Context: an optimization exercise on an open-source flow, tuned for a short achievable clock period and few clock cycles. The choices shown serve that exercise and are no tape-out recipe.
At most, simulation tests tie the RTL to the original design; equivalence was not proved.
The RTL of run 1 was laid out without a check of its function.
No activity file was given, so power comes from the tool's default toggle rates.

$ cat design.v
`timescale 1ns / 1ps
`timescale 1ns / 1ps
module regfile(
    input clk,
    input [31:1] we,
    input [31:0] wd,
    input [31:1] rs1, rs2,
    output reg [31:0] rd1, rd2
    );
    reg [31:0] rf [1:31];
    integer i;
    always @(posedge clk)
        for (i = 1; i < 32; i = i + 1)
            if (we[i])
                rf[i] <= wd;
    always @(*) begin
        rd1 = 32'd0;
        rd2 = 32'd0;
        for (i = 1; i < 32; i = i + 1) begin
            rd1 = rd1 | (rf[i] & {32{rs1[i]}});
            rd2 = rd2 | (rf[i] & {32{rs2[i]}});
        end
    end
endmodule
`timescale 1ns / 1ps
module ALU #(parameter W = 16) (
    input [W-1:0] a,
    input [W-1:0] b,
    input ci,
    output [W-1:0] y,
    output co
    );
    wire [W-1:0] p0 = a ^ b;
    wire [6*W-1:0] g, p;
    assign g[W-1:0] = {a[W-1:1] & b[W-1:1], (a[0] & b[0]) | (p0[0] & ci)};
    assign p[W-1:0] = p0;
    genvar l, i;
    generate
        for (l = 0; l < 5; l = l + 1) begin : lvl
            for (i = 0; i < W; i = i + 1) begin : col
                if (i >= (1 << l)) begin : merge
                    assign g[(l+1)*W+i] = g[l*W+i] | (p[l*W+i] & g[l*W+i-(1<<l)]);
                    assign p[(l+1)*W+i] = p[l*W+i] & p[l*W+i-(1<<l)];
                end else begin : pass
                    assign g[(l+1)*W+i] = g[l*W+i];
                    assign p[(l+1)*W+i] = p[l*W+i];
                end
            end
        end
    endgenerate
    assign y  = p0 ^ {g[5*W +: W-1], ci};
    assign co = g[5*W+W-1];
endmodule
`timescale 1ns / 1ps
`timescale 1ns / 1ps
module cpu_pl(
    input clk,
    input rst,
    output [7:0] imem_addr,
    input [31:0] imem_data,
    output [7:0] dmem_addr,
    output [31:0] dmem_wdata,
    output dmem_we,
    input [31:0] dmem_rdata,
    output [7:0] io_addr,
    output [31:0] io_dout,
    output io_we,
    input [31:0] io_din
    );
    localparam OP_ADD  = 7'b0110011;
    localparam OP_ADDI = 7'b0010011;
    localparam OP_LW   = 7'b0000011;
    localparam OP_SW   = 7'b0100011;
    localparam OP_BEQ  = 7'b1100011;
    localparam OP_JAL  = 7'b1101111;
    reg  stall;       
    reg  redirect;    
    reg  [31:0] redirect_pc;
    function [31:1] onehot(input [4:0] r);
        integer k;
        for (k = 1; k < 32; k = k + 1)
            onehot[k] = (r == k);
    endfunction
    reg  [9:0]  f_pc_lo;     
    reg         f_took;      
    reg  [21:0] f_imm_hi_q;  
    reg         f_tgt_c, f_seq_c;  
    reg  [31:0] d_ir;
    reg  [31:1] d_sel1, d_sel2;   
    reg         d_valid;
    reg  [9:0]  d_pc_lo;
    reg  [21:0] d_pc_hi;     
    wire [31:0] inst = imem_data;
    wire [6:0]  f_op     = inst[6:0];
    wire        f_is_jal = f_op == OP_JAL;
    wire        f_is_beq = f_op == OP_BEQ;
    wire        f_take   = f_is_jal | (f_is_beq & (inst[19:15] == inst[24:20]));
    wire [21:0] f_imm_hi = inst[3] ? {{11{inst[31]}}, inst[31], inst[19:12], inst[20], inst[30]}
                                   : {{19{inst[31]}}, inst[31], inst[7], inst[30]};
    wire [10:0] f_tgt_j, f_tgt_b;
    ALU #(10) u_tgt_j(.a(f_pc_lo), .b({inst[29:21], 1'b0}), .ci(1'b0), .y(f_tgt_j[9:0]), .co(f_tgt_j[10]));
    ALU #(10) u_tgt_b(.a(f_pc_lo), .b({inst[29:25], inst[11:8], 1'b0}), .ci(1'b0), .y(f_tgt_b[9:0]), .co(f_tgt_b[10]));
    wire [10:0] f_tgt_lo = (f_tgt_j & {11{inst[3]}}) | (f_tgt_b & {11{~inst[3]}});
    wire [10:0] f_seq_lo = {1'b0, f_pc_lo} + 11'd4;
    wire [21:0] f_hi_t, f_hi_s;
    ALU #(22) u_hi_t(.a(d_pc_hi), .b(f_imm_hi_q), .ci(f_tgt_c), .y(f_hi_t), .co());
    ALU #(22) u_hi_s(.a(d_pc_hi), .b(22'd0), .ci(f_seq_c), .y(f_hi_s), .co());
    wire [21:0] f_pc_hi = (f_hi_t & {22{f_took}}) | (f_hi_s & {22{~f_took}});
    assign imem_addr = f_pc_lo[9:2];
    always @(posedge clk) begin
        if (rst) begin
            f_pc_lo   <= 10'd0;
            f_took    <= 1'b0;
            f_seq_c   <= 1'b0;
            d_pc_hi   <= 22'd0;
            d_valid   <= 1'b0;
        end else if (redirect) begin
            f_pc_lo   <= redirect_pc[9:0];
            f_took    <= 1'b0;
            f_seq_c   <= 1'b0;
            d_pc_hi   <= redirect_pc[31:10];
            d_valid   <= 1'b0;
        end else if (!stall) begin
            f_pc_lo   <= f_take ? f_tgt_lo[9:0] : f_seq_lo[9:0];
            f_took    <= f_take;
            f_seq_c   <= f_seq_lo[10];
            d_pc_hi   <= f_pc_hi;
            d_valid   <= 1'b1;
        end
    end
    always @(posedge clk) begin
        if (!stall) begin
            f_imm_hi_q <= f_imm_hi;
            f_tgt_c    <= f_tgt_lo[10];
            d_ir       <= inst;
            d_sel1     <= onehot(inst[19:15]);
            d_sel2     <= onehot(inst[24:20]);
            d_pc_lo    <= f_pc_lo;
        end
    end
    wire [6:0]  d_op  = d_ir[6:0];
    wire [4:0]  d_rd  = d_ir[11:7];
    wire [4:0]  d_rs1 = d_ir[19:15];
    wire [4:0]  d_rs2 = d_ir[24:20];
    wire [31:0] d_pc  = {d_pc_hi, d_pc_lo};
    wire d_add  = d_valid & (d_op == OP_ADD);
    wire d_addi = d_valid & (d_op == OP_ADDI);
    wire d_lw   = d_valid & (d_op == OP_LW);
    wire d_sw   = d_valid & (d_op == OP_SW);
    wire d_jal  = d_valid & (d_op == OP_JAL);
    wire d_beq  = d_valid & (d_op == OP_BEQ) & (d_rs1 != d_rs2);   
    wire d_use1 = d_add | d_addi | d_lw | d_sw | d_beq;
    wire d_use2 = d_add | d_beq;           
    wire d_wr   = (d_add | d_addi | d_lw | d_jal) & (d_rd != 5'd0);
    wire [31:0] d_imm_i = {{20{d_ir[31]}}, d_ir[31:20]};
    wire [31:0] d_imm_s = {{20{d_ir[31]}}, d_ir[31:25], d_ir[11:7]};
    wire [31:0] d_imm_b = {{20{d_ir[31]}}, d_ir[7], d_ir[30:25], d_ir[11:8], 1'b0};
    reg         e_wr, e_lw, e_sw, e_beq;
    reg  [4:0]  e_rd;
    reg         m_wr, m_lw, m_dwe, m_iowe, m_beq;
    reg  [4:0]  m_rd;
    reg  [15:0] m_lo;
    reg  [31:0] m_sd;
    reg         w_wr;
    reg  [4:0]  w_rd;
    reg  [31:0] w_val;
    reg  [31:1] w_sel;    
    wire [31:0] w_next;
    wire [31:0] rf_rd1, rf_rd2;
    regfile u_rf(
        .clk(clk),
        .we(w_sel),
        .wd(w_val),
        .rs1(d_sel1),
        .rs2(d_sel2),
        .rd1(rf_rd1),
        .rd2(rf_rd2)
    );
    wire d_w1 = w_wr & (w_rd == d_rs1);
    wire d_w2 = w_wr & (w_rd == d_rs2);
    wire [31:0] d_v1 = d_w1 ? w_val : rf_rd1;
    wire [31:0] d_v2 = d_w2 ? w_val : rf_rd2;
    wire d_e1 = e_wr & (e_rd == d_rs1);
    wire d_e2 = e_wr & (e_rd == d_rs2);
    wire d_m1 = m_wr & (m_rd == d_rs1);
    wire d_m2 = m_wr & (m_rd == d_rs2);
    wire       f_bc   = f_is_beq & (inst[19:15] != inst[24:20]);
    wire       f_is_sw = f_op == OP_SW;
    wire       f_use1 = (f_op == OP_ADD) | (f_op == OP_ADDI) | (f_op == OP_LW) | f_is_sw | f_bc;
    wire       f_use2 = (f_op == OP_ADD) | f_bc;
    wire       f_m1   = inst[19:15] == d_rd;
    wire       f_m2   = inst[24:20] == d_rd;
    always @(posedge clk) begin
        if (rst | redirect | stall)
            stall <= 1'b0;
        else
            stall <= d_wr & ((d_lw & ((f_use1 & f_m1) | ((f_use2 | f_is_sw) & f_m2))) | (f_is_sw & f_m2));
    end
    wire [15:0] d_tgt_lo;
    wire        d_tgt_c;
    ALU #(16) u_tgt_lo(.a(d_pc[15:0]), .b(d_imm_b[15:0]), .ci(1'b0), .y(d_tgt_lo), .co(d_tgt_c));
    reg  [15:0] e_a_lo, e_b_lo;
    reg  [15:0] e_a_hi, e_b_hi;
    reg  [31:0] e_sd;
    reg  [15:0] e_tgt_lo, e_pc_hi;
    reg         e_tgt_c, e_tgt_s;
    reg         e_fa1, e_fb1;     
    reg         e_s00, e_s10, e_s01, e_s11;   
    reg         e_fa2, e_fb2;     
    reg         e_fs2;            
    wire kill;    
    always @(posedge clk) begin
        if (rst | redirect | stall) begin
            e_wr  <= 1'b0;
            e_lw  <= 1'b0;
            e_sw  <= 1'b0;
            e_beq <= 1'b0;
        end else begin
            e_wr  <= d_wr;
            e_lw  <= d_lw & d_wr;
            e_sw  <= d_sw;
            e_beq <= d_beq;
        end
    end
    wire [31:0] d_b = (d_addi | d_lw) ? d_imm_i : d_sw ? d_imm_s : d_v2;
    always @(posedge clk) begin
        e_rd   <= d_rd;
        e_a_lo <= d_jal ? d_pc[15:0] : (d_use1 & d_m1) ? w_next[15:0] : d_v1[15:0];
        e_b_lo <= d_jal ? 16'd4 : (d_use2 & d_m2) ? w_next[15:0] : d_b[15:0];
        e_a_hi <= d_jal ? d_pc[31:16] : d_v1[31:16];
        e_b_hi <= d_jal ? 16'd0 : d_b[31:16];
        e_sd   <= d_v2;
        e_tgt_lo <= d_tgt_lo;
        e_tgt_c  <= d_tgt_c;
        e_tgt_s  <= d_ir[31];
        e_pc_hi  <= d_pc[31:16];
        e_fa1  <= d_use1 & d_e1;
        e_fb1  <= d_use2 & d_e2;
        e_s00  <= ~(d_use1 & d_e1) & ~(d_use2 & d_e2);
        e_s10  <=  (d_use1 & d_e1) & ~(d_use2 & d_e2);
        e_s01  <= ~(d_use1 & d_e1) &  (d_use2 & d_e2);
        e_s11  <=  (d_use1 & d_e1) &  (d_use2 & d_e2);
        e_fa2  <= d_use1 & ~d_e1 & d_m1;
        e_fb2  <= d_use2 & ~d_e2 & d_m2;
        e_fs2  <= ~d_e2 & d_m2;
    end
    wire [15:0] s00, s10, s01;
    wire        c00, c10, c01;
    ALU #(16) u_lo00(.a(e_a_lo), .b(e_b_lo), .ci(1'b0), .y(s00), .co(c00));
    ALU #(16) u_lo10(.a(m_lo),   .b(e_b_lo), .ci(1'b0), .y(s10), .co(c10));
    ALU #(16) u_lo01(.a(e_a_lo), .b(m_lo),   .ci(1'b0), .y(s01), .co(c01));
    wire [15:0] s11 = {m_lo[14:0], 1'b0};
    wire        c11 = m_lo[15];
    wire [15:0] x_lo = (s00 & {16{e_s00}}) | (s10 & {16{e_s10}}) | (s01 & {16{e_s01}}) | (s11 & {16{e_s11}});
    wire        x_c  = (c00 & e_s00) | (c10 & e_s10) | (c01 & e_s01) | (c11 & e_s11);
    wire [15:0] x_tgt_hi;
    ALU #(16) u_tgt_hi(.a(e_pc_hi), .b({16{e_tgt_s}}), .ci(e_tgt_c), .y(x_tgt_hi), .co());
    wire        x_eq = e_fa1 ? (e_fb1 | (m_lo == e_b_lo)) : (e_fb1 ? (e_a_lo == m_lo) : (e_a_lo == e_b_lo));
    reg  [15:0] m_a_hi, m_b_hi;
    reg         m_fa1, m_fb1;     
    reg         m_h00, m_h10, m_h01, m_h11;   
    reg         m_c, m_eq;
    reg  [31:0] m_tgt;
    always @(posedge clk) begin
        if (rst | kill) begin
            m_wr   <= 1'b0;
            m_lw   <= 1'b0;
            m_dwe  <= 1'b0;
            m_iowe <= 1'b0;
            m_beq  <= 1'b0;
        end else begin
            m_wr   <= e_wr;
            m_lw   <= e_lw;
            m_dwe  <= e_sw & ~x_lo[10];
            m_iowe <= e_sw & x_lo[10];
            m_beq  <= e_beq;
        end
        m_rd   <= e_rd;
        m_lo   <= x_lo;
        m_c    <= x_c;
        m_eq   <= x_eq;
        m_a_hi <= e_fa2 ? w_val[31:16] : e_a_hi;
        m_b_hi <= e_fb2 ? w_val[31:16] : e_b_hi;
        m_fa1  <= e_fa1;
        m_fb1  <= e_fb1;
        m_h00  <= e_s00 & ~e_lw;
        m_h10  <= e_s10 & ~e_lw;
        m_h01  <= e_s01 & ~e_lw;
        m_h11  <= e_s11 & ~e_lw;
        m_sd   <= e_fs2 ? w_val : e_sd;
        m_tgt  <= {x_tgt_hi, e_tgt_lo};
    end
    assign dmem_addr  = m_lo[9:2];
    assign dmem_wdata = m_sd;
    assign dmem_we    = m_dwe;
    assign io_addr    = m_lo[7:0];
    assign io_dout    = m_sd;
    assign io_we      = m_iowe;
    wire [15:0] w_hi = w_val[31:16];
    wire [15:0] h00, h10, h01;
    wire        hc00, hc10, hc01;
    ALU #(16) u_hi00(.a(m_a_hi), .b(m_b_hi), .ci(m_c), .y(h00), .co(hc00));
    ALU #(16) u_hi10(.a(w_hi),   .b(m_b_hi), .ci(m_c), .y(h10), .co(hc10));
    ALU #(16) u_hi01(.a(m_a_hi), .b(w_hi),   .ci(m_c), .y(h01), .co(hc01));
    wire [15:0] h11 = {w_hi[14:0], m_c};
    wire        y_eq = m_fa1 ? (m_fb1 | (w_hi == m_b_hi)) : (m_fb1 ? (m_a_hi == w_hi) : (m_a_hi == m_b_hi));
    wire        taken = m_beq & m_eq & y_eq;
    assign kill = taken | redirect;
    always @(posedge clk) begin
        if (rst)
            redirect <= 1'b0;
        else
            redirect <= taken;
        redirect_pc <= m_tgt;
    end
    wire [31:0] m_ld = m_lo[10] ? io_din : dmem_rdata;
    assign w_next = {(h00 & {16{m_h00}}) | (h10 & {16{m_h10}}) | (h01 & {16{m_h01}}) | (h11 & {16{m_h11}}) | (m_ld[31:16] & {16{m_lw}}),
                     m_lw ? m_ld[15:0] : m_lo};
    always @(posedge clk) begin
        if (rst | redirect) begin
            w_wr  <= 1'b0;
            w_sel <= 31'd0;
        end else begin
            w_wr  <= m_wr;
            w_sel <= m_wr ? onehot(m_rd) : 31'd0;
        end
        w_rd  <= m_rd;
        w_val <= w_next;
    end
endmodule
$ cat run.sh
#!/bin/bash
# synth_recipe.tcl (not shown) runs the flow's synth.tcl, then flattens the netlist and writes it again
# the make line also repeats each setting of config.mk as NAME=value (left out here)
make -C /OpenROAD-flow-scripts/flow DESIGN_CONFIG=/design/flow/config.mk WORK_HOME=/design/flow/orfs CLKGATE_MAP_FILE= SYNTH_SCRIPT=/design/flow/synth_recipe.tcl finish
$ cat config.mk
export PLATFORM = sky130hd
export DESIGN_NAME = cpu_pl
export DESIGN_NICKNAME = cpu_pl
export VERILOG_FILES = /design/flow/design.v
export SDC_FILE = /design/flow/constraint.sdc
export NUM_CORES = 4
export LEC_CHECK = 0
export ABC_CLOCK_PERIOD_IN_PS = 2000
export CAP_MARGIN = 20
export CORE_MARGIN = 2
export CORE_UTILIZATION = 35
export PLACE_DENSITY = 0.55
export SETUP_SLACK_MARGIN = 4.2
export SLEW_MARGIN = 20
export TNS_END_PERCENT = 100
$ cat constraint.sdc
create_clock -name core_clock -period 6.6 [get_ports {clk}]
set_input_delay 1.3200 -clock core_clock [delete_from_list [all_inputs] [get_ports {clk}]]
set_output_delay 1.3200 -clock core_clock [all_outputs]
set_load 0.01 [all_outputs]
==> summary.txt, run 1 <==
Status
  • Status: no timing/DRC/antenna violations

STA
  • Fin crit share: about 45%
  • Slew @ Worst Pin: between 1 and 1.5 ns
  • Final min period: between 2 and 3 ns
  • RSZ-0062 raised after global routing: true
  • Rel. slew slack: 20.95%
  • Final setup viols: 0
  • Fmax: roughly 0.33 GHz
  • Setup_tns: 0 ns
  • Fin. Hold Viols: 0
  • Final Max Tran Viols: 0
  • Fin Hold WS: 0.3219 ns
  • Clk_skew: about 0.042 ns

Synthesis
  • Synth Area in Adders: under 10%
  • Commonest cells post-synth: edfxtp_1, dfxtp_1, a22oi_1
  • Simple-gate share of the synthesized area: under 10%
  • Number of distinct library cells after synthesis: 73
  • Mapped Cells: 5177
  • Yosys top cell area share: around half
  • Primary FF master, synth: edfxtp_1
  • Compound-cell area share of the yosys netlist: roughly 19%
  • Post-synthesis mux area share: between 2 and 3%
  • Synth async-reset ratio: 0%
  • Syn nets: about 5400
  • Synthesis Warnings: 3
  • Top-count cell post-synth: edfxtp_1
  • Post-synth EDFFs: between 1000 and 1500
  • Synth Area in XOR/XNOR: between 2 and 3%
  • Mean cell area of the mapped netlist: roughly 13 sq um
  • Leading area contributor after synthesis: edfxtp_1
  • Largest family of logic cells by synthesized area: compound AO/OA/AOI/OAI gates
  • Area contributors post-synth: edfxtp_1, dfxtp_1, a22o_1
  • Post-synthesis instance area: ~67000 sq um
  • Seq/Total Area, Yosys: 62.15%
  • #FFs+latches synth: ~1500

Routing
  • DRC Markers: 0
  • Pre-Repair DR Iteration Count: 11
  • Post-DR wirelength/cell: 38.04 um
  • DR iter-0 viols: 12290
  • Vias/cell: ~6.8
  • Antenna-violating nets left: 0
  • Vias: around 56000
  • Final wirelength: about 310 mm

Clock network
  • CTS Root Cell: clkbuf_16
  • Clock latency (worst-skew pair): approximately 0.84 ns
  • TritonCTS clock tree: done
  • Clk slew on worst S/H paths: around 0.06 ns
  • CTS Sinks: approximately 1500
  • Cts hold-fix bufs: 0
  • H-Tree Depth: 4
  • TritonCTS Buffers: roughly 160
  • Clk buf depth: 3

Critical path
  • CP Class: flop to flop
  • CP startpoint kind: flop
  • Worst setup path endpoint: m_lo[14]
  • Setup crit start: m_lo[0]
  • Max stage delay on crit path: 0.35 ns
  • Worst setup EP type: flop
  • Reg2reg end: m_lo[14]
  • Crit path DAT: ~3.7 ns
  • Max stage delay cell, worst path: dfxtp_4
  • CP Cell Sequence: ha_4 > fa_2 > a21o_1 > a21o_1 > a2111oi_4 > buf_4 > nor4_2 > o31a_1 > or3_1 > a32o_1 > a211o_1
  • Reg2reg path depth: 11
  • Req. time, crit path: roughly 7.3 ns
  • FF-to-FF setup slack: ~3.6 ns
  • Reg2reg start: m_lo[0]
  • Critical Path Fanout Max: 4
  • Most used cell along the critical path: a21o_1

Placed design
  • Input/output buffers: between 150 and 200
  • Hpwl dp: around 170 mm
  • RePlAce Congestion: 0.9188
  • Placed instance area: 71660 sq um

Die
  • Die footprint: between 150000 and 200000 sq um
  • # rows: between 150 and 200
  • Chip height: 440.5 um
  • Die W: ~440 um
  • Io pins: 188
  • Core footprint: about 190000 sq um
  • Initial core utilization: 35.14%

Global routing
  • Largest net degree at the start of global routing: 84
  • Initial antenna violation count: 6
  • First-pass GRT wire length: just over 400 mm
  • Vias in the first global route: a little over 50000
  • Total grt overflow: 0
  • Overall routing resource usage: a little under a third

Worst hold path
  • Hold WC Path Type: flop to flop
  • Min-Delay Path Depth: 0

Layout
  • # fillers: about 17000
  • Area added between synthesis and finish: 24.93%
  • # nets final: 5896
  • Final Instance Area: 83330 sq um
  • Share of cells above drive strength 1: 24.01%

Power
  • Power per standard cell area: 327.1 nW/um^2
  • Leak: 29.36 nW
  • Maximum VDD drop: 188.2 uV

Job
  • Max_cap viols: 0
==> state kept, by name, indices dropped and copies added (netlist names), 16 cells and up <==
| register | cells |
|---|---|
| d_ir | 27 |
| w_val | 32 |
| e_tgt_lo | 16 |
| e_a_hi | 16 |
| d_sel2 | 31 |
| e_pc_hi | 16 |
| e_sd | 32 |
| u_rf.rf | 992 |
| m_tgt | 32 |
| e_a_lo | 16 |
| w_sel | 31 |
| m_b_hi | 16 |
| m_a_hi | 16 |
| e_b_lo | 16 |
| redirect_pc | 32 |
| m_lo | 16 |
| m_sd | 32 |
| d_pc_hi | 22 |
| e_b_hi | 16 |
| d_sel1 | 31 |
==> power by group <==
part           switching (W)  internal (W)
Combinational        0.00363       0.00263
Sequential          0.000723        0.0116
Clock                0.00393       0.00476
Total                0.00829        0.0190
==> cells by family after synthesis <==
kind of cell    count (synthesis)
simple gates                 1066
buf+inv                       434
xor+xnor                      198
fa+ha+maj                     172
compound gates               1618
mux                           170
flops                        1519
==> final cells by class <==
class / instances / area, sq um / share of cell area, %
well taps: 2511 / 3142 / 3.770
diodes: 6 / 15.01 / 0.01802
flip-flops and latches: 1519 / 41720 / 50.06
multi-input cells: 3227 / 25810 / 30.98
repair buffers: 657 / 7523 / 9.029
clock inverters: 74 / 613.1 / 0.7357
inverters: 65 / 246.5 / 0.2958
clock buffers: 209 / 4260 / 5.113
==> routing by layer <==
| metal | up-vias | GRT usage, % | part of all wire [%] |
|---|---|---|---|
| li1 | 21810 | - | - |
| met5 | - | 0 | 0.16 |
| met1 | 27420 | 40.15 | 36 |
| met4 | 10 | 16.17 | 7.5 |
| met2 | 5616 | 42.22 | 40 |
| met3 | 1440 | 11.64 | 16 |
==> what timing repair did <==
item,4_1_cts,5_1_grt
setup buffers,177,96
endpoints found under the setup margin,340,301
cloned,15,21
pin swaps,145,217
resized for setup,1038,368
==> placed cells by master, fill, tap and decap left out, types with 44 or more instances in the layout <==
cell type,Yosys,layout
clkdlybuf4s50_1,0,81
nand4_1,144,144
a22o_1,291,291
clkbuf_16,0,179
a22oi_1,336,333
xor2_1,101,99
mux2i_1,87,82
dfxtp_4,0,44
buf_12,0,57
o21ai_0,118,65
nor2_1,291,281
a21oi_1,222,166
buf_4,57,279
a21oi_2,0,49
inv_1,63,50
buf_6,0,154
a222oi_1,83,83
mux2_2,83,82
dfxtp_2,0,80
nand2_1,184,180
nor3_1,132,79
a221oi_2,0,47
xnor2_1,97,93
dfxtp_1,416,292
a221oi_1,290,242
edfxtp_1,1103,1103
ha_1,156,121
nand3_1,104,100
a21o_1,44,44
==> critical path, delay by kind of cell (launching register included) <==
kind	cells	cell delay, ns
flops	1	0.35
fa+ha+maj	2	0.50
compound gates	6	1.47
simple gates	2	0.35
buf+inv	1	0.19
==> worst min path at each step <==
stage	startpoint	end	slack (ns)
after CTS	m_tgt[23]	redirect_pc[23]	0.33
after global routing	m_tgt[23]	redirect_pc[23]	0.33
final	m_tgt[23]	redirect_pc[23]	0.32
after global placement	e_tgt_lo[3]	m_tgt[3]	0.31
after floorplan	e_tgt_lo[0]	m_tgt[0]	0.31
after detailed placement	e_tgt_lo[13]	m_tgt[13]	0.31
==> metrics by stage <==
step / cells / utilization (%) / worst slack, ns / power [W]
floorplan: 5177 / - / 3.583 / 0.01520
global placement: 7670 / 37.75 / 2.326 / 0.01698
detailed placement: 7670 / 37.76 / 2.369 / 0.01704
CTS: 8145 / 42.48 / 3.631 / 0.02661
global route: 8262 / 43.90 / 3.461 / 0.02799
finish: 8268 / 43.91 / 3.603 / 0.02725
==> inputs of run 2 (changes only) <==
--- a/design.v
+++ b/design.v
@@ -76,5 +76,8 @@
     reg  stall;       
     reg  redirect;    
-    reg  [31:0] redirect_pc;
+    reg  undo;        
+    reg  [31:0] undo_pc;
+    wire [31:0] redirect_pc;
+    wire f_redirect = redirect | undo;
     function [31:1] onehot(input [4:0] r);
         integer k;
@@ -115,5 +118,5 @@
             d_pc_hi   <= 22'd0;
             d_valid   <= 1'b0;
-        end else if (redirect) begin
+        end else if (f_redirect) begin
             f_pc_lo   <= redirect_pc[9:0];
             f_took    <= 1'b0;
@@ -192,5 +195,5 @@
     wire       f_m2   = inst[24:20] == d_rd;
     always @(posedge clk) begin
-        if (rst | redirect | stall)
+        if (rst | f_redirect | stall)
             stall <= 1'b0;
         else
@@ -202,5 +205,5 @@
     reg  [15:0] e_a_lo, e_b_lo;
     reg  [15:0] e_a_hi, e_b_hi;
-    reg  [31:0] e_sd;
+    reg  [31:0] e_sd, e_pc4;
     reg  [15:0] e_tgt_lo, e_pc_hi;
     reg         e_tgt_c, e_tgt_s;
@@ -211,5 +214,5 @@
     wire kill;    
     always @(posedge clk) begin
-        if (rst | redirect | stall) begin
+        if (rst | f_redirect | stall) begin
             e_wr  <= 1'b0;
             e_lw  <= 1'b0;
@@ -235,4 +238,5 @@
         e_tgt_s  <= d_ir[31];
         e_pc_hi  <= d_pc[31:16];
+        e_pc4    <= d_pc + 32'd4;
         e_fa1  <= d_use1 & d_e1;
         e_fb1  <= d_use2 & d_e2;
@@ -261,5 +265,5 @@
     reg         m_h00, m_h10, m_h01, m_h11;   
     reg         m_c, m_eq;
-    reg  [31:0] m_tgt;
+    reg  [31:0] m_tgt, m_pc4;
     always @(posedge clk) begin
         if (rst | kill) begin
@@ -290,4 +294,5 @@
         m_sd   <= e_fs2 ? w_val : e_sd;
         m_tgt  <= {x_tgt_hi, e_tgt_lo};
+        m_pc4  <= e_pc4;
     end
     assign dmem_addr  = m_lo[9:2];
@@ -305,12 +310,15 @@
     wire [15:0] h11 = {w_hi[14:0], m_c};
     wire        y_eq = m_fa1 ? (m_fb1 | (w_hi == m_b_hi)) : (m_fb1 ? (m_a_hi == w_hi) : (m_a_hi == m_b_hi));
-    wire        taken = m_beq & m_eq & y_eq;
-    assign kill = taken | redirect;
+    assign kill = f_redirect;
+    assign redirect_pc = undo ? undo_pc : m_tgt;
     always @(posedge clk) begin
-        if (rst)
+        if (rst) begin
             redirect <= 1'b0;
-        else
-            redirect <= taken;
-        redirect_pc <= m_tgt;
+            undo     <= 1'b0;
+        end else begin
+            redirect <= e_beq & x_eq & ~kill;
+            undo     <= m_beq & m_eq & ~y_eq;
+        end
+        undo_pc <= m_pc4;
     end
     wire [31:0] m_ld = m_lo[10] ? io_din : dmem_rdata;
@@ -318,5 +326,5 @@
                      m_lw ? m_ld[15:0] : m_lo};
     always @(posedge clk) begin
-        if (rst | redirect) begin
+        if (rst) begin
             w_wr  <= 1'b0;
             w_sel <= 31'd0;
--- a/config.mk
+++ b/config.mk
@@ -9,6 +9,6 @@
 export CAP_MARGIN = 20
 export CORE_MARGIN = 2
-export CORE_UTILIZATION = 35
-export PLACE_DENSITY = 0.55
+export CORE_UTILIZATION = 40
+export PLACE_DENSITY = 0.6
 export SETUP_SLACK_MARGIN = 4.2
 export SLEW_MARGIN = 20
==> summary.txt, run 2 <==
Status
  • Status: no timing/DRC/antenna violations

Routing
  • Final wirelength: 311.5 mm (-0.97%)
  • DRC Markers: 0 (unchanged)
  • Vias/cell: 7.139 (+4.8%)
  • Antenna-violating nets left: 0 (unchanged)
  • Pre-Repair DR Iteration Count: 17 (+6)
  • DR iter-0 viols: 13290 (+8.2%)
  • Vias: 58090 (+3.2%)
  • Post-DR wirelength/cell: 38.28 um (+0.62%)

Power
  • Power per standard cell area: 328.8 nW/um^2 (+0.53%)
  • Leak: 30.24 nW (+3.0%)
  • Overall Power: 0.02792 W (+2.5%)
  • Maximum VDD drop: 210.0 uV (+12%)

Synthesis
  • Synth async-reset ratio: 0% (unchanged)
  • Post-synthesis instance area: 68440 sq um (+2.6%)
  • Mapped Cells: 5314 (+2.6%)
  • Top-count cell post-synth: edfxtp_1
  • Mean cell area of the mapped netlist: 12.88 sq um (about the same)
  • Area contributors post-synth: edfxtp_1, dfxtp_1, a22oi_1
  • Post-synth EDFFs: 1103 (unchanged)
  • #FFs+latches synth: 1582 (+4.1%)
  • Synthesis Warnings: 3 (unchanged)
  • Primary FF master, synth: edfxtp_1
  • Yosys top cell area share: 48.39% (-1.3 points)
  • Leading area contributor after synthesis: edfxtp_1
  • Commonest cells post-synth: edfxtp_1, dfxtp_1, a22oi_1
  • Syn nets: 5585 (+2.5%)
  • Number of distinct library cells after synthesis: 74 (+1.4%)
  • Seq/Total Area, Yosys: 62.40% (+0.26 points)

STA
  • Clk_skew: 0.04250 ns (+0.0009690 ns)
  • Fin crit share: 43.84% (-1.6 points)
  • Setup_tns: 0 ns (unchanged)
  • Crit path setup slack, layout: 3.707 ns (+0.1035 ns)
  • Fin. Hold Viols: 0 (unchanged)
  • Slew @ Worst Pin: 1.160 ns (-0.02420 ns)
  • Fmax: 0.3456 GHz (+3.6%)
  • Final min period: 2.893 ns (-0.1035 ns)
  • Rel. slew slack: 22.67% (+1.7 points)
  • RSZ-0062 raised after global routing: true
  • Final setup viols: 0 (unchanged)
  • Final Max Tran Viols: 0 (unchanged)

Critical path
  • Crit path DAT: 3.61 ns (-0.07 ns)
  • Req. time, crit path: 7.31 ns (+0.02 ns)
  • FF-to-FF setup slack: 3.71 ns (+0.10 ns)
  • Worst setup EP type: flop
  • CP startpoint kind: flop
  • Critical Path Fanout Max: 3 (-1)
  • CP Class: flop to flop

Layout
  • Max reg flops: 992 (unchanged)
  • Most flops, register: u_rf.rf
  • Most common library cell in the layout ignoring fill and taps: edfxtp_1
  • Area added between synthesis and finish: 24.09%
  • Most frequent cells in the layout: edfxtp_1, dfxtp_1, a22oi_1
  • Share of cells above drive strength 1: 24.39% (+0.38 points)
  • Final Non-Filler Cells: 8137 (-1.6%)
  • # nets final: 6041 (+2.5%)
  • # fillers: 14470 (-15%)

Global routing
  • First-pass GRT wire length: 409.9 mm (about the same)
  • Vias in the first global route: 53120 (+2.9%)
  • Largest net degree at the start of global routing: 73 (-13%)
  • Initial antenna violation count: 17 (+11)
  • Overall routing resource usage: 33.47% (+3.3 points)
  • Total grt overflow: 0 (unchanged)

Clock network
  • Cts hold-fix bufs: 0 (unchanged)
  • CTS Root Cell: clkbuf_16
  • Clk slew on worst S/H paths: 0.06 ns (about the same)
  • TritonCTS Buffers: 159 (+1.9%)
  • CTS Sinks: 1582 (+4.1%)
  • H-Tree Depth: 4 (unchanged)
  • Clock latency (worst-skew pair): 0.83 ns (about the same)
  • Clk buf depth: 3 (unchanged)
  • TritonCTS clock tree: done

Die
  • Chip height: 417.7 um (-5.2%)
  • Initial core utilization: 40.34% (+5.2 points)
  • Core footprint: 169700 sq um (-11%)
  • Io pins: 188 (unchanged)
  • Die W: 417.7 um (-5.2%)
  • # rows: 151 (-5.6%)
  • Die footprint: 174400 sq um (-10%)

Placed design
  • Cells after DPL: 7494 (-2.3%)
  • RePlAce Congestion: 0.9496 (+3.4%)
  • Hpwl dp: 165.7 mm (-1.2%)
  • Input/output buffers: 187 (unchanged)
  • Worst slack, placed: 2.240 ns (-0.1287 ns)

Job
  • Max_cap viols: 0 (unchanged)

Worst hold path
  • Hold WC Path Type: flop to flop
run 2: power breakdown:
part / switching, W / internal, W / total [W]
logic: 0.00359 / 0.00243 / 0.00601
clock network: 0.00399 / 0.00538 / 0.00936
registers: 0.000600 / 0.0119 / 0.0125
run 2: worst paths after layout:
| path | startpoint | to | cells past startpoint |
|---|---|---|---|
| worst max-delay path | m_b_hi[0] | w_val[31] | 9 |
| worst min-delay path | m_pc4[9] | undo_pc[9] | 0 |
| worst max register to register | m_b_hi[0] | w_val[31] | 9 |
| worst min register to register | m_pc4[9] | undo_pc[9] | 0 |
run 2: logic make-up after synthesis:
| family | after synthesis | share of synthesized area [%] |
|---|---|---|
| xor gates and xnor gates | 251 | 3.212 |
| and+or+nand+nor | 1092 | 7.826 |
| adders and majority gates | 173 | 3.338 |
| AOI/OAI and AO/OA | 1588 | 17.74 |
| muxes | 170 | 2.636 |
| DFF | 1582 | 62.40 |
| buffers and inverters | 458 | 2.841 |
run 2: stage by stage:
step	util [%]	instance area, sq um	hold WS, ns
6_report	50.06	84930	0.3134
5_1_grt	50.03	84880	0.3190
4_1_cts	48.25	81870	0.3117
3_5_place_dp	43.01	72970	0.3121
3_3_place_gp	43.01	72960	0.3097
2_1_floorplan	-	68790	0.3096
run 2: worst max-delay path: stages (launching register included):
cell and delay, ns:
dfxtp_4 0.36, fa_2 0.41, a21o_1 0.19, a41o_1 0.21
or4b_4 0.59, a2111oi_4 0.37, nor3_2 0.10, a211oi_4 0.22
mux2i_1 0.12, a211o_1 0.23
run 2: final cells by class:
| type | instances | area (sq um) | area share, % |
|---|---|---|---|
| Sequential cell | 1582 | 42970 | 50.60 |
| Multi-Input combinational cell | 3274 | 26260 | 30.91 |
| Timing Repair Buffer | 679 | 7274 | 8.565 |
| Clock buffer | 204 | 4431 | 5.217 |
| Tap cell | 2218 | 2775 | 3.268 |
| Clock inverter | 83 | 872.1 | 1.027 |
| Inverter | 74 | 292.8 | 0.3447 |
| Antenna cell | 23 | 57.56 | 0.06777 |
run 2: metal layers:
layer  up-vias  global-route usage, %  routed length [um]
li1      22210                      -                   -
met1     28140                  43.30              107900
met2      6018                  45.62              121500
met3      1698                  15.19               54920
met4        26                  19.83               26490
met5         -                 0.3334                 717
run 2: timing repair:
item / CTS / global route
pin swaps: 151 / 208
setup endpoints to repair: 271 / 232
setup buffers: 197 / 115
gates cloned: 2 / 17
resized for setup: 993 / 388
endpoints found under the hold margin: 0 / 0
Testbench counts of run 2, summed over its fixed seeds: cycles 16,190.
==> inputs of run 3 (changes only) <==
--- a/design.v
+++ b/design.v
@@ -80,4 +80,14 @@
     wire [31:0] redirect_pc;
     wire f_redirect = redirect | undo;
+    function [15:0] inc16(input [15:0] x);
+        integer k;
+        for (k = 0; k < 16; k = k + 1)
+            inc16[k] = x[k] ^ (&(x | ~((16'd1 << k) - 16'd1)));
+    endfunction
+    function [15:0] dec16(input [15:0] x);
+        integer k;
+        for (k = 0; k < 16; k = k + 1)
+            dec16[k] = x[k] ^ ~(|(x & ((16'd1 << k) - 16'd1)));
+    endfunction
     function [31:1] onehot(input [4:0] r);
         integer k;
@@ -106,8 +116,20 @@
     wire [10:0] f_tgt_lo = (f_tgt_j & {11{inst[3]}}) | (f_tgt_b & {11{~inst[3]}});
     wire [10:0] f_seq_lo = {1'b0, f_pc_lo} + 11'd4;
-    wire [21:0] f_hi_t, f_hi_s;
-    ALU #(22) u_hi_t(.a(d_pc_hi), .b(f_imm_hi_q), .ci(f_tgt_c), .y(f_hi_t), .co());
-    ALU #(22) u_hi_s(.a(d_pc_hi), .b(22'd0), .ci(f_seq_c), .y(f_hi_s), .co());
-    wire [21:0] f_pc_hi = (f_hi_t & {22{f_took}}) | (f_hi_s & {22{~f_took}});
+    wire [10:0] f_hl_t, f_hl_s;
+    wire        f_hc_t, f_hc_s;
+    ALU #(11) u_hi_t(.a(d_pc_hi[10:0]), .b(f_imm_hi_q[10:0]), .ci(f_tgt_c), .y(f_hl_t), .co(f_hc_t));
+    ALU #(11) u_hi_s(.a(d_pc_hi[10:0]), .b(11'd0), .ci(f_seq_c), .y(f_hl_s), .co(f_hc_s));
+    wire [15:0] f_hu_inc16 = inc16({5'd0, d_pc_hi[21:11]});
+    wire [15:0] f_hu_dec16 = dec16({5'd0, d_pc_hi[21:11]});
+    wire [10:0] f_hu_inc = f_hu_inc16[10:0];
+    wire [10:0] f_hu_dec = f_hu_dec16[10:0];
+    wire        f_t_inc  = f_hc_t & ~f_imm_hi_q[21];
+    wire        f_t_dec  = ~f_hc_t & f_imm_hi_q[21];
+    wire        f_up_inc = f_took ? f_t_inc : f_hc_s;
+    wire        f_up_dec = f_took & f_t_dec;
+    wire [10:0] f_hu = (f_hu_inc & {11{f_up_inc}}) | (f_hu_dec & {11{f_up_dec}})
+                     | (d_pc_hi[21:11] & {11{~f_up_inc & ~f_up_dec}});
+    wire [10:0] f_hl = (f_hl_t & {11{f_took}}) | (f_hl_s & {11{~f_took}});
+    wire [21:0] f_pc_hi = {f_hu, f_hl};
     assign imem_addr = f_pc_lo[9:2];
     always @(posedge clk) begin
@@ -164,4 +186,5 @@
     reg  [4:0]  m_rd;
     reg  [15:0] m_lo;
+    reg  [9:0]  m_oaddr;    
     reg  [31:0] m_sd;
     reg         w_wr;
@@ -282,4 +305,6 @@
         m_rd   <= e_rd;
         m_lo   <= x_lo;
+        if (e_lw | e_sw)
+            m_oaddr <= x_lo[9:0];
         m_c    <= x_c;
         m_eq   <= x_eq;
@@ -296,8 +321,8 @@
         m_pc4  <= e_pc4;
     end
-    assign dmem_addr  = m_lo[9:2];
+    assign dmem_addr  = m_oaddr[9:2];
     assign dmem_wdata = m_sd;
     assign dmem_we    = m_dwe;
-    assign io_addr    = m_lo[7:0];
+    assign io_addr    = m_oaddr[7:0];
     assign io_dout    = m_sd;
     assign io_we      = m_iowe;
==> summary.txt, run 3 <==
Power
  • Power per standard cell area: 329.7 nW/um^2 (+0.27%)
  • Maximum VDD drop: 237.3 uV (+13%)
  • Overall Power: 0.02782 W (-0.37%)
  • Leak: 30.09 nW (-0.50%)

Global routing
  • Initial antenna violation count: 7 (-10)
  • Largest net degree at the start of global routing: 79 (+8.2%)
  • Total grt overflow: 0 (unchanged)
  • Vias in the first global route: 52990 (-0.24%)
  • First-pass GRT wire length: 410.3 mm (about the same)
  • Overall routing resource usage: 33.58% (+0.11 points)

STA
  • Final Max Tran Viols: 0 (unchanged)
  • Fmax: 0.3613 GHz (+4.5%)
  • Final setup viols: 0 (unchanged)
  • Fin crit share: 41.93% (-1.9 points)
  • Clk_skew: 0.04219 ns (-0.0003113 ns)
  • Rel. slew slack: 20.19% (-2.5 points)
  • Final min period: 2.768 ns (-0.1258 ns)
  • RSZ-0062 raised after global routing: true
  • Setup_tns: 0 ns (unchanged)
  • Slew @ Worst Pin: 1.197 ns (+0.03714 ns)
  • Fin. Hold Viols: 0 (unchanged)

Synthesis
  • Mean cell area of the mapped netlist: 12.97 sq um (+0.73%)
  • Synth async-reset ratio: 0% (unchanged)
  • Post-synthesis instance area: 68470 sq um (about the same)
  • Area contributors post-synth: edfxtp_1, dfxtp_1, a22oi_1
  • Primary FF master, synth: edfxtp_1
  • Number of distinct library cells after synthesis: 87 (+18%)
  • Leading area contributor after synthesis: edfxtp_1
  • Post-synth EDFFs: 1113 (+0.91%)
  • Top-count cell post-synth: edfxtp_1
  • Mapped Cells: 5277 (-0.70%)
  • Synthesis Warnings: 3 (unchanged)
  • Seq/Total Area, Yosys: 62.82% (+0.42 points)
  • #FFs+latches synth: 1592 (+0.63%)
  • Commonest cells post-synth: edfxtp_1, dfxtp_1, a22oi_1
  • Yosys top cell area share: 48.81% (+0.42 points)
  • Syn nets: 5546 (-0.70%)

Placed design
  • Hpwl dp: 164.6 mm (-0.65%)
  • Input/output buffers: 187 (unchanged)
  • RePlAce Congestion: 0.9427 (-0.73%)

Critical path
  • Worst setup path endpoint: d_pc_hi[20]
  • Critical Path Fanout Max: 4 (+1)
  • Reg2reg start: d_ir[30]
  • Reg2reg end: d_pc_hi[20]
  • Reg2reg path depth: 11 (+2)
  • Setup crit start: d_ir[30]
  • Max stage delay on crit path: 0.43 ns (-0.16 ns)
  • Crit path DAT: 3.50 ns (-0.11 ns)
  • Req. time, crit path: 7.33 ns (+0.02 ns)
  • CP Cell Sequence: inv_2 > fa_2 > nor2b_2 > o2111a_2 > nor3_4 > or3_4 > buf_4 > a2111oi_4 > a211oi_2 > a221o_1 > o211ai_1
  • CP Class: flop to flop
  • Max stage delay cell, worst path: edfxtp_1
  • CP startpoint kind: flop
  • Worst setup EP type: flop
  • FF-to-FF setup slack: 3.83 ns (+0.13 ns)

Job
  • Max_cap viols: 0 (unchanged)

Clock network
  • Clk slew on worst S/H paths: 0.07 ns (about the same)
  • TritonCTS clock tree: done
  • Clk buf depth: 3 (unchanged)
  • CTS Root Cell: clkbuf_16
  • CTS Sinks: 1592 (+0.63%)
  • TritonCTS Buffers: 158 (-0.63%)
  • H-Tree Depth: 4 (unchanged)
  • Clock latency (worst-skew pair): 0.84 ns (about the same)

Routing
  • Antenna-violating nets left: 0 (unchanged)
  • Post-DR wirelength/cell: 38.62 um (+0.90%)
  • Final wirelength: 312.7 mm (+0.42%)
  • Pre-Repair DR Iteration Count: 13 (-4)
  • Vias/cell: 7.168 (+0.42%)
  • Vias: 58050 (-0.065%)
  • DR iter-0 viols: 12980 (-2.4%)
  • DRC Markers: 0 (unchanged)

Layout
  • # nets final: 6000 (-0.68%)
  • # fillers: 14520 (+0.38%)
  • Area added between synthesis and finish: 23.26%
  • Share of cells above drive strength 1: 23.46% (-0.93 points)
  • Most frequent cells in the layout: edfxtp_1, dfxtp_1, a22oi_1
  • Most common library cell in the layout ignoring fill and taps: edfxtp_1
  • Max reg flops: 992 (unchanged)
  • Most flops, register: u_rf.rf

Worst hold path
  • Hold WC Path Type: flop to flop

Die
  • Io pins: 188 (unchanged)
  • Initial core utilization: 40.36% (about the same)
  • Chip height: 417.7 um (about the same)
  • Core footprint: 169700 sq um (unchanged)
  • Die W: 417.7 um (about the same)
  • Die footprint: 174500 sq um (about the same)
  • # rows: 151 (unchanged)

Status
  • Status: no timing/DRC/antenna violations
[run 3: cell count changes in the layout (fill, tap and decap cells not counted), moves of 16 or more]
cell      change
a221oi_2     -16
nand2_1      -18
xnor2_1      -19
buf_6        -32
nor2_1       +18
buf_2        +18
[run 3: cells by family (layout without fill, tap and decap cells)]
| group | after synthesis | count (layout) | share of synthesized area (%) |
|---|---|---|---|
| flops | 1592 | 1592 | 62.82 |
| fa+ha+maj | 171 | 171 | 3.300 |
| xor+xnor | 230 | 230 | 2.942 |
| buf+inv | 444 | 1032 | 2.748 |
| compound gates | 1607 | 1607 | 17.95 |
| mux | 167 | 167 | 2.591 |
| other cells | 0 | 15 | 0 |
| simple gates | 1066 | 1066 | 7.648 |
[run 3: worst min path at each step]
stage                           start          end  cells past startpoint
after floorplan           e_tgt_lo[0]     m_pc4[0]                      0
after global placement      m_pc4[16]  undo_pc[16]                      0
after detailed placement    e_pc4[19]    m_pc4[19]                      0
after CTS                 e_tgt_lo[8]     m_tgt[8]                      0
after global routing         e_pc4[2]     m_pc4[2]                      0
final                        m_pc4[6]   undo_pc[6]                      0
[run 3: what timing repair did]
action                     in CTS  in global routing
resized for setup             904                380
setup endpoints to repair     331                269
gates cloned                    1                 22
hold buffers                    0                  0
buffers inserted              158                142
pin swaps                     126                189
[run 3: worst max-delay path: cells and delay by family (launching register included)]
kind,cells,cell delay (ns)
buffers and inverters,2,0.23
adder cells (fa/ha/maj),1,0.36
AND/OR/NAND/NOR,3,0.55
AO/OA/AOI/OAI,5,1.11
flip-flops,1,0.43
[run 3: cell type report]
cell class	instances	area (sq um)	share of cell area, %
tap	2218	2775	3.289
timing repair buffer	662	6890	8.165
clock inverter	84	919.6	1.090
antenna	15	37.54	0.04448
clock buffer	210	4333	5.134
sequential	1592	43250	51.25
inverter	76	296.5	0.3514
multi-input combinational	3241	25890	30.68
[run 3: per-stage QoR]
step	hold WS, ns	setup WS [ns]	instance area [sq um]	util [%]	cells
5_1_grt	0.3260	3.743	84350	49.72	8083
3_3_place_gp	0.3098	2.439	72920	42.98	7465
2_1_floorplan	0.3096	3.618	68730	-	5277
6_report	0.3199	3.832	84390	49.74	8098
4_1_cts	0.3214	3.853	81190	47.86	7919
3_5_place_dp	0.3121	2.432	72940	42.99	7466
[run 3: power by group]
part | internal (W) | switching [W]
combinational | 0.00225 | 0.00352
clock | 0.00527 | 0.00405
sequential | 0.0120 | 0.000687
[run 3: per-layer routing]
| metal | vias up | track usage [%] | wire (um) |
|---|---|---|---|
| li1 | 22100 | - | - |
| met1 | 28120 | 43.85 | 107700 |
| met2 | 6138 | 46.57 | 123700 |
| met3 | 1677 | 13.72 | 55050 |
| met4 | 12 | 19.61 | 25890 |
| met5 | - | 0.3890 | 464 |
Testbench counts of run 3, summed over its fixed seeds: cycles 16,190.
==> inputs of run 4 (changes only) <==
--- a/config.mk
+++ b/config.mk
@@ -11,5 +11,5 @@
 export CORE_UTILIZATION = 40
 export PLACE_DENSITY = 0.6
-export SETUP_SLACK_MARGIN = 4.2
+export SETUP_SLACK_MARGIN = 4.6
 export SLEW_MARGIN = 20
 export TNS_END_PERCENT = 100
==> summary.txt, run 4 <==
Global routing
  • First-pass GRT wire length: 435.6 mm (+6.2%)
  • Total grt overflow: 0 (unchanged)
  • Initial antenna violation count: 14 (+7)
  • Overall routing resource usage: 35.80% (+2.2 points)
  • Vias in the first global route: 55110 (+4.0%)
  • Largest net degree at the start of global routing: 61 (-23%)

Clock network
  • Clock latency (worst-skew pair): 0.88 ns (+0.04 ns)
  • CTS Sinks: 1592 (unchanged)
  • CTS Root Cell: clkbuf_16
  • Clk buf depth: 3 (unchanged)
  • TritonCTS Buffers: 159 (+0.63%)
  • H-Tree Depth: 4 (unchanged)
  • Clk slew on worst S/H paths: 0.06 ns (about the same)
  • TritonCTS clock tree: done

Synthesis
  • #FFs+latches synth: 1592 (unchanged)
  • Leading area contributor after synthesis: edfxtp_1
  • Mapped Cells: 5277 (unchanged)
  • Yosys top cell area share: 48.81% (unchanged)
  • Top-count cell post-synth: edfxtp_1
  • Synthesis Warnings: 3 (unchanged)
  • Area contributors post-synth: edfxtp_1, dfxtp_1, a22oi_1
  • Seq/Total Area, Yosys: 62.82% (unchanged)
  • Number of distinct library cells after synthesis: 87 (unchanged)
  • Synth async-reset ratio: 0% (unchanged)
  • Post-synthesis instance area: 68470 sq um (unchanged)
  • Post-synth EDFFs: 1113 (unchanged)
  • Syn nets: 5546 (unchanged)
  • Primary FF master, synth: edfxtp_1
  • Mean cell area of the mapped netlist: 12.97 sq um (unchanged)
  • Commonest cells post-synth: edfxtp_1, dfxtp_1, a22oi_1

Critical path
  • Setup crit start: m_sd[10]
  • Critical Path Fanout Max: 2 (-2)
  • CP startpoint kind: flop
  • Reg2reg start: d_ir[30]
  • CP Cell Sequence: buf_6 > buf_6
  • Bufs and invs on worst path: 2 (unchanged)
  • CP Class: flop to primary output
  • Worst setup EP type: primary output
  • Most used cell along the critical path: buf_6
  • Max stage delay cell, worst path: dfxtp_4
  • Crit path DAT: 1.45 ns (-2.05 ns)
  • Max stage delay on crit path: 0.36 ns (-0.07 ns)
  • Req. time, crit path: 5.28 ns (-2.05 ns)
  • CP top delay family: flip-flops

STA
  • Slew @ Worst Pin: 1.232 ns (+0.03501 ns)
  • Fmax: 0.3605 GHz (-0.22%)
  • Setup_tns: 0 ns (unchanged)
  • Fin. Hold Viols: 0 (unchanged)
  • Fin Hold WS: 0.3193 ns (-0.0006010 ns)
  • Final Max Tran Viols: 0 (unchanged)
  • Clk_skew: 0.05620 ns (+0.01400 ns)
  • Fin crit share: 42.03% (+0.092 points)
  • Final setup viols: 0 (unchanged)
  • Final min period: 2.774 ns (+0.006060 ns)
  • RSZ-0062 raised after global routing: true
  • Rel. slew slack: 17.86% (-2.3 points)

Layout
  • Register area: 43290 sq um (+0.10%)
  • # fillers: 13720 (-5.5%)
  • # nets final: 6270 (+4.5%)
  • Area added between synthesis and finish: 32.15%
  • Final Instance Area: 90480 sq um (+7.2%)
  • Max reg flops: 992 (unchanged)
  • Share of cells above drive strength 1: 31.12% (+7.7 points)
  • Area of the multi-input gates: 27670 sq um (+6.9%)
  • Most frequent cells in the layout: edfxtp_1, buf_4, dfxtp_1
  • Most common library cell in the layout ignoring fill and taps: edfxtp_1
  • Most flops, register: u_rf.rf

Routing
  • DRC Markers: 0 (unchanged)
  • DR iter-0 viols: 14820 (+14%)
  • Antenna-violating nets left: 0 (unchanged)
  • Post-DR wirelength/cell: 39.97 um (+3.5%)
  • Final wirelength: 334.6 mm (+7.0%)
  • Pre-Repair DR Iteration Count: 17 (+4)
  • Vias: 61000 (+5.1%)
  • Vias/cell: 7.288 (+1.7%)

Status
  • Status: no timing/DRC/antenna violations

Power
  • NetSw: 0.008640 W (+4.6%)
  • Share of power burned in the clock network: 32.7% (-0.8 points)
  • Power per standard cell area: 314.6 nW/um^2 (-4.6%)
  • Maximum VDD drop: 205.7 uV (-13%)
  • Sequential group share of total power: 44.4% (-1.3 points)
  • Combinational group share of total power: 22.9% (+2.2 points)
  • Leak: 32.64 nW (+8.5%)
  • Int Pwr: 0.01983 W (+1.4%)
  • Switching Fraction: 30.35% (+0.67 points)

Placed design
  • Input/output buffers: 187 (unchanged)
  • RePlAce Congestion: 0.9307 (-1.3%)
  • Placed instance area: 73430 sq um (+0.68%)
  • Hpwl dp: 166.0 mm (+0.86%)

Die
  • Die W: 417.7 um (unchanged)
  • Initial core utilization: 40.36% (unchanged)
  • Chip height: 417.7 um (unchanged)
  • Die footprint: 174500 sq um (unchanged)
  • Core footprint: 169700 sq um (unchanged)
  • Io pins: 188 (unchanged)
  • # rows: 151 (unchanged)

Worst hold path
  • HP Start: e_tgt_lo[6]
  • Hold WC Path Type: flop to flop

Job
  • Max_cap viols: 0 (unchanged)
## run 4: changes by cell type in the layout (fill, tap and decap cells not counted), sizes merged
| cell | previous run | this run |
|---|---|---|
| clkdlybuf4s50 | 79 | 72 |
| dlygate4sd2 | 3 | 10 |
| and3 | 48 | 49 |
| diode | 15 | 20 |
| bufbuf | 0 | 12 |
| bufinv | 16 | 12 |
| buf | 554 | 815 |
| dlymetal6s2s | 2 | 0 |
| clkinvlp | 7 | 6 |
| clkbuf | 233 | 235 |
| inv | 83 | 81 |
## run 4: area by class of cell
class                   count  area share, %
repair buffers            930          12.33
clock inverters            77         0.8781
multi-input cells        3242          30.58
flip-flops and latches   1592          47.85
well taps                2218          3.067
inverters                  76         0.3526
clock buffers             215          4.884
diodes                     20        0.05531
## run 4: per-layer routing
layer	vias to the layer above	share of wire [%]	global-route usage, %
met5	-	0.35	0.3612
met4	30	9.0	21.98
met3	2085	18	17.51
met2	6778	39	48.56
met1	29420	34	45.37
li1	22690	-	-
## run 4: final timing paths
| path | to | slack (ns) | cells after the start |
|---|---|---|---|
| hold / removal | m_tgt[6] | 0.32 | 0 |
| setup reg to reg | d_pc_hi[18] | 3.83 | 10 |
| hold reg to reg | m_tgt[6] | 0.32 | 0 |
| setup / recovery | dmem_wdata[10] | 3.83 | 2 |
## run 4: logic make-up after synthesis
family,synth area share (%)
compound gates,17.95
xor+xnor,2.942
fa+ha+maj,3.300
buf+inv,2.748
flops,62.82
mux,2.591
simple gates,7.648
## run 4: power by group through the flow
stage	Clock, W	Combinational (W)	Sequential (W)
global placement	0	0.00424	0.0131
CTS	0.00925	0.00587	0.0126
finish	0.00931	0.00652	0.0126
global route	0.00966	0.00679	0.0127
floorplan	0	0.00270	0.0130
detailed placement	0	0.00431	0.0132
## run 4: worst reg2reg max path, stage by stage, from the launching register on
cell	delay [ns]
edfxtp_1	0.44
inv_1	0.08
fa_2	0.38
nor2b_4	0.14
o2111a_2	0.27
nor3_4	0.05
or3_4	0.40
and3_4	0.24
buf_4	0.15
a221o_2	0.32
a31o_2	0.20
## run 4: timing repair
action                                   CTS  global route
resized for setup                       1502           388
pin swaps                                309           329
hold buffers                               0             0
setup buffers                            326           204
endpoints found under the setup margin   450           322
gates cloned                              36            19
## run 4: stage by stage
step	power [W]	instances	utilization [%]	setup slack, ns
3_3_place_gp	0.01738	7473	43.28	2.439
4_1_cts	0.02771	8127	51.06	3.791
3_5_place_dp	0.01746	7473	43.28	2.476
5_1_grt	0.02912	8353	53.31	3.775
2_1_floorplan	0.01570	5277	-	3.631
6_report	0.02847	8370	53.33	3.826
==> inputs of run 5 (changes only) <==
--- a/design.v
+++ b/design.v
@@ -95,13 +95,13 @@
             onehot[k] = (r == k);
     endfunction
-    reg  [9:0]  f_pc_lo;     
+    reg  [15:0] f_pc_lo;     
     reg         f_took;      
-    reg  [21:0] f_imm_hi_q;  
+    reg  [15:0] f_imm_hi_q;  
     reg         f_tgt_c, f_seq_c;  
     reg  [31:0] d_ir;
     reg  [31:1] d_sel1, d_sel2;   
     reg         d_valid;
-    reg  [9:0]  d_pc_lo;
-    reg  [21:0] d_pc_hi;     
+    reg  [15:0] d_pc_lo;
+    reg  [15:0] d_pc_hi;     
     wire [31:0] inst = imem_data;
     wire [6:0]  f_op     = inst[6:0];
@@ -109,45 +109,44 @@
     wire        f_is_beq = f_op == OP_BEQ;
     wire        f_take   = f_is_jal | (f_is_beq & (inst[19:15] == inst[24:20]));
-    wire [21:0] f_imm_hi = inst[3] ? {{11{inst[31]}}, inst[31], inst[19:12], inst[20], inst[30]}
-                                   : {{19{inst[31]}}, inst[31], inst[7], inst[30]};
-    wire [10:0] f_tgt_j, f_tgt_b;
-    ALU #(10) u_tgt_j(.a(f_pc_lo), .b({inst[29:21], 1'b0}), .ci(1'b0), .y(f_tgt_j[9:0]), .co(f_tgt_j[10]));
-    ALU #(10) u_tgt_b(.a(f_pc_lo), .b({inst[29:25], inst[11:8], 1'b0}), .ci(1'b0), .y(f_tgt_b[9:0]), .co(f_tgt_b[10]));
-    wire [10:0] f_tgt_lo = (f_tgt_j & {11{inst[3]}}) | (f_tgt_b & {11{~inst[3]}});
-    wire [10:0] f_seq_lo = {1'b0, f_pc_lo} + 11'd4;
-    wire [10:0] f_hl_t, f_hl_s;
+    wire [15:0] f_imm_hi = inst[3] ? {{11{inst[31]}}, inst[31], inst[19:16]} : {16{inst[31]}};
+    wire [16:0] f_tgt_j, f_tgt_b;
+    ALU #(16) u_tgt_j(.a(f_pc_lo), .b({inst[15:12], inst[20], inst[30:21], 1'b0}), .ci(1'b0),
+                      .y(f_tgt_j[15:0]), .co(f_tgt_j[16]));
+    ALU #(16) u_tgt_b(.a(f_pc_lo), .b({{4{inst[31]}}, inst[7], inst[30:25], inst[11:8], 1'b0}), .ci(1'b0),
+                      .y(f_tgt_b[15:0]), .co(f_tgt_b[16]));
+    wire [16:0] f_tgt_lo = (f_tgt_j & {17{inst[3]}}) | (f_tgt_b & {17{~inst[3]}});
+    wire [16:0] f_seq_lo = {1'b0, f_pc_lo} + 17'd4;
+    wire [4:0]  f_hl_t, f_hl_s;
     wire        f_hc_t, f_hc_s;
-    ALU #(11) u_hi_t(.a(d_pc_hi[10:0]), .b(f_imm_hi_q[10:0]), .ci(f_tgt_c), .y(f_hl_t), .co(f_hc_t));
-    ALU #(11) u_hi_s(.a(d_pc_hi[10:0]), .b(11'd0), .ci(f_seq_c), .y(f_hl_s), .co(f_hc_s));
-    wire [15:0] f_hu_inc16 = inc16({5'd0, d_pc_hi[21:11]});
-    wire [15:0] f_hu_dec16 = dec16({5'd0, d_pc_hi[21:11]});
-    wire [10:0] f_hu_inc = f_hu_inc16[10:0];
-    wire [10:0] f_hu_dec = f_hu_dec16[10:0];
-    wire        f_t_inc  = f_hc_t & ~f_imm_hi_q[21];
-    wire        f_t_dec  = ~f_hc_t & f_imm_hi_q[21];
+    ALU #(5) u_hi_t(.a(d_pc_hi[4:0]), .b(f_imm_hi_q[4:0]), .ci(f_tgt_c), .y(f_hl_t), .co(f_hc_t));
+    ALU #(5) u_hi_s(.a(d_pc_hi[4:0]), .b(5'd0), .ci(f_seq_c), .y(f_hl_s), .co(f_hc_s));
+    wire [15:0] f_hu_inc16 = inc16({5'd0, d_pc_hi[15:5]});
+    wire [15:0] f_hu_dec16 = dec16({5'd0, d_pc_hi[15:5]});
+    wire        f_t_inc  = f_hc_t & ~f_imm_hi_q[15];
+    wire        f_t_dec  = ~f_hc_t & f_imm_hi_q[15];
     wire        f_up_inc = f_took ? f_t_inc : f_hc_s;
     wire        f_up_dec = f_took & f_t_dec;
-    wire [10:0] f_hu = (f_hu_inc & {11{f_up_inc}}) | (f_hu_dec & {11{f_up_dec}})
-                     | (d_pc_hi[21:11] & {11{~f_up_inc & ~f_up_dec}});
-    wire [10:0] f_hl = (f_hl_t & {11{f_took}}) | (f_hl_s & {11{~f_took}});
-    wire [21:0] f_pc_hi = {f_hu, f_hl};
+    wire [10:0] f_hu = (f_hu_inc16[10:0] & {11{f_up_inc}}) | (f_hu_dec16[10:0] & {11{f_up_dec}})
+                     | (d_pc_hi[15:5] & {11{~f_up_inc & ~f_up_dec}});
+    wire [4:0]  f_hl = (f_hl_t & {5{f_took}}) | (f_hl_s & {5{~f_took}});
+    wire [15:0] f_pc_hi = {f_hu, f_hl};
     assign imem_addr = f_pc_lo[9:2];
     always @(posedge clk) begin
         if (rst) begin
-            f_pc_lo   <= 10'd0;
+            f_pc_lo   <= 16'd0;
             f_took    <= 1'b0;
             f_seq_c   <= 1'b0;
-            d_pc_hi   <= 22'd0;
+            d_pc_hi   <= 16'd0;
             d_valid   <= 1'b0;
         end else if (f_redirect) begin
-            f_pc_lo   <= redirect_pc[9:0];
+            f_pc_lo   <= redirect_pc[15:0];
             f_took    <= 1'b0;
             f_seq_c   <= 1'b0;
-            d_pc_hi   <= redirect_pc[31:10];
+            d_pc_hi   <= redirect_pc[31:16];
             d_valid   <= 1'b0;
         end else if (!stall) begin
-            f_pc_lo   <= f_take ? f_tgt_lo[9:0] : f_seq_lo[9:0];
+            f_pc_lo   <= f_take ? f_tgt_lo[15:0] : f_seq_lo[15:0];
             f_took    <= f_take;
-            f_seq_c   <= f_seq_lo[10];
+            f_seq_c   <= f_seq_lo[16];
             d_pc_hi   <= f_pc_hi;
             d_valid   <= 1'b1;
@@ -157,5 +156,5 @@
         if (!stall) begin
             f_imm_hi_q <= f_imm_hi;
-            f_tgt_c    <= f_tgt_lo[10];
+            f_tgt_c    <= f_tgt_lo[16];
             d_ir       <= inst;
             d_sel1     <= onehot(inst[19:15]);
@@ -229,5 +228,5 @@
     reg  [15:0] e_a_hi, e_b_hi;
     reg  [31:0] e_sd, e_pc4;
-    reg  [15:0] e_tgt_lo, e_pc_hi;
+    reg  [15:0] e_tgt_lo, e_pc_hi, e_pc_hi_inc, e_pc_hi_dec;
     reg         e_tgt_c, e_tgt_s;
     reg         e_fa1, e_fb1;     
@@ -261,4 +260,6 @@
         e_tgt_s  <= d_ir[31];
         e_pc_hi  <= d_pc[31:16];
+        e_pc_hi_inc <= inc16(d_pc[31:16]);
+        e_pc_hi_dec <= dec16(d_pc[31:16]);
         e_pc4    <= d_pc + 32'd4;
         e_fa1  <= d_use1 & d_e1;
@@ -281,6 +282,8 @@
     wire [15:0] x_lo = (s00 & {16{e_s00}}) | (s10 & {16{e_s10}}) | (s01 & {16{e_s01}}) | (s11 & {16{e_s11}});
     wire        x_c  = (c00 & e_s00) | (c10 & e_s10) | (c01 & e_s01) | (c11 & e_s11);
-    wire [15:0] x_tgt_hi;
-    ALU #(16) u_tgt_hi(.a(e_pc_hi), .b({16{e_tgt_s}}), .ci(e_tgt_c), .y(x_tgt_hi), .co());
+    wire        x_tinc = e_tgt_c & ~e_tgt_s;
+    wire        x_tdec = ~e_tgt_c & e_tgt_s;
+    wire [15:0] x_tgt_hi = (e_pc_hi_inc & {16{x_tinc}}) | (e_pc_hi_dec & {16{x_tdec}})
+                         | (e_pc_hi & {16{~x_tinc & ~x_tdec}});
     wire        x_eq = e_fa1 ? (e_fb1 | (m_lo == e_b_lo)) : (e_fb1 ? (e_a_lo == m_lo) : (e_a_lo == e_b_lo));
     reg  [15:0] m_a_hi, m_b_hi;
==> summary.txt, run 5 <==
Critical path
  • Bufs and invs on worst path: 2 (unchanged)
  • Max stage delay cell, worst path: fa_2
  • Critical Path Fanout Max: 4 (+2)
  • Crit path DAT: 3.54 ns (+2.09 ns)
  • Req. time, crit path: 7.29 ns (+2.01 ns)
  • Worst setup EP type: flop
  • CP Class: flop to flop

STA
  • Setup_tns: 0 ns (unchanged)
  • Fmax: 0.3504 GHz (-2.8%)
  • Final setup viols: 0 (unchanged)
  • Final Max Tran Viols: 0 (unchanged)
  • Clk_skew: 0.1037 ns (+0.04747 ns)
  • Rel. slew slack: 19.26% (+1.4 points)
  • RSZ-0062 raised after global routing: true

Clock network
  • CTS Sinks: 1624 (+2.0%)
  • Clock latency (worst-skew pair): 0.89 ns (about the same)
  • Clk slew on worst S/H paths: 0.06 ns (about the same)
  • TritonCTS clock tree: done

Synthesis
  • Primary FF master, synth: edfxtp_1
  • Seq/Total Area, Yosys: 63.25% (+0.43 points)
  • Post-synthesis instance area: 69030 sq um (+0.82%)
  • Synthesis Warnings: 3 (unchanged)
  • Mapped Cells: 5273 (-0.076%)
  • Syn nets: 5541 (-0.090%)
  • Post-synth EDFFs: 1114 (+0.090%)

Die
  • Die footprint: 175900 sq um (+0.81%)
  • Core footprint: 171500 sq um (+1.1%)
  • Chip height: 419.4 um (+0.41%)
  • Die W: 419.4 um (+0.41%)
  • # rows: 152 (+0.66%)

Global routing
  • Met2 GRT Util: 48.06% (-0.51 points)
  • Largest net degree at the start of global routing: 121 (+98%)
  • First-pass GRT wire length: 448.7 mm (+3.0%)
  • Met1 Use GR: 44.29% (-1.1 points)
  • GR peak layer: met2

Placed design
  • RePlAce Congestion: 0.9685 (+4.1%)

Routing
  • DR iter-0 viols: 14650 (-1.1%)
  • Vias/cell: 7.206 (-1.1%)
  • DRC Markers: 0 (unchanged)
  • Pre-Repair DR Iteration Count: 14 (-3)
  • Vias: 62220 (+2.0%)

Worst hold path
  • Hold Path Sink: m_pc4[31]
  • Hold WC Path Type: flop to flop
  • HP Start: e_pc4[31]

Layout
  • Final core occ: 54.43% (+1.1 points)
  • # nets final: 6414 (+2.3%)
  • Share of cells above drive strength 1: 34.22% (+3.1 points)
  • Most flops, register: u_rf.rf

Status
  • Status: no timing/DRC/antenna violations
-- run 5: cell type report --
type	instances	area, sq um	share of cell area [%]
well taps	2310	2890	3.095
clock inverters	75	795.8	0.8523
diodes	42	105.1	0.1126
repair buffers	1065	12700	13.61
multi-input cells	3194	27970	29.96
flip-flops and latches	1624	43940	47.06
inverters	100	421.7	0.4516
clock buffers	224	4546	4.868
-- run 5: timing repair --
| action | 4_1_cts | 5_1_grt |
|---|---|---|
| gates resized for setup | 1647 | 368 |
| pin swaps | 438 | 313 |
| gates cloned | 60 | 7 |
| hold buffers | 0 | 0 |
| setup endpoints to repair | 364 | 293 |
| buffers inserted | 483 | 179 |
-- run 5: worst max-delay path by stage --
stage	from	end	slack, ns	depth (start not counted)
2_1_floorplan	imem_data[9]	f_tgt_c	3.38	9
3_5_place_dp	imem_data[24]	f_tgt_c	2.04	10
4_1_cts	w_val[16]	w_val[30]	3.80	13
5_1_grt	m_c	w_val[28]	3.65	13
6_report	m_c	w_val[28]	3.75	13
3_3_place_gp	imem_data[24]	f_tgt_c	2.06	10
-- run 5: through the flow --
step / total power [W] / instance area (sq um) / worst slack, ns / cells / hold WS (ns)
2_1_floorplan: 0.01576 / 69870 / 3.380 / 5273 / 0.3096
3_3_place_gp: 0.01740 / 74050 / 2.062 / 7564 / 0.3102
3_5_place_dp: 0.01748 / 74060 / 2.037 / 7564 / 0.3121
4_1_cts: 0.02780 / 89890 / 3.799 / 8406 / 0.3258
5_1_grt: 0.02917 / 93310 / 3.647 / 8608 / 0.3253
6_report: 0.02852 / 93370 / 3.746 / 8634 / 0.3183
-- run 5: where the power goes --
| part | internal [W] | switching [W] |
|---|---|---|
| registers | 0.0122 | 0.000876 |
| clock network | 0.00535 | 0.00417 |
| logic | 0.00252 | 0.00337 |
| total | 0.0201 | 0.00842 |
-- run 5: per-layer routing --
metal	share of wire (%)	wire (um)	vias up
met3	19	63270	2261
met5	0.56	1904	-
li1	-	-	22960
met4	9.7	33290	66
met1	33	114500	29970
met2	38	128900	6956
-- run 5: cell families after synthesis --
logic type               after synthesis  synth area share [%]
adder cells (fa/ha/maj)              170                 3.234
AND/OR/NAND/NOR                     1010                 7.156
buffers and inverters                465                 2.866
flip-flops                          1624                 63.25
XOR/XNOR                             248                 3.147
multiplexers                         173                 2.655
AO/OA/AOI/OAI                       1583                 17.69
Testbench counts of run 5, summed over its fixed seeds: cycles 16,190.

Re-timed with assumed drivers on the ports (clkbuf_16 on the clock, buf_2 on other inputs), run 5 has 3.746 ns of setup slack against 3.746 ns with ideal ports, and 3.025 ns once port delays also move by the mid clock arrival of 0.920 ns.
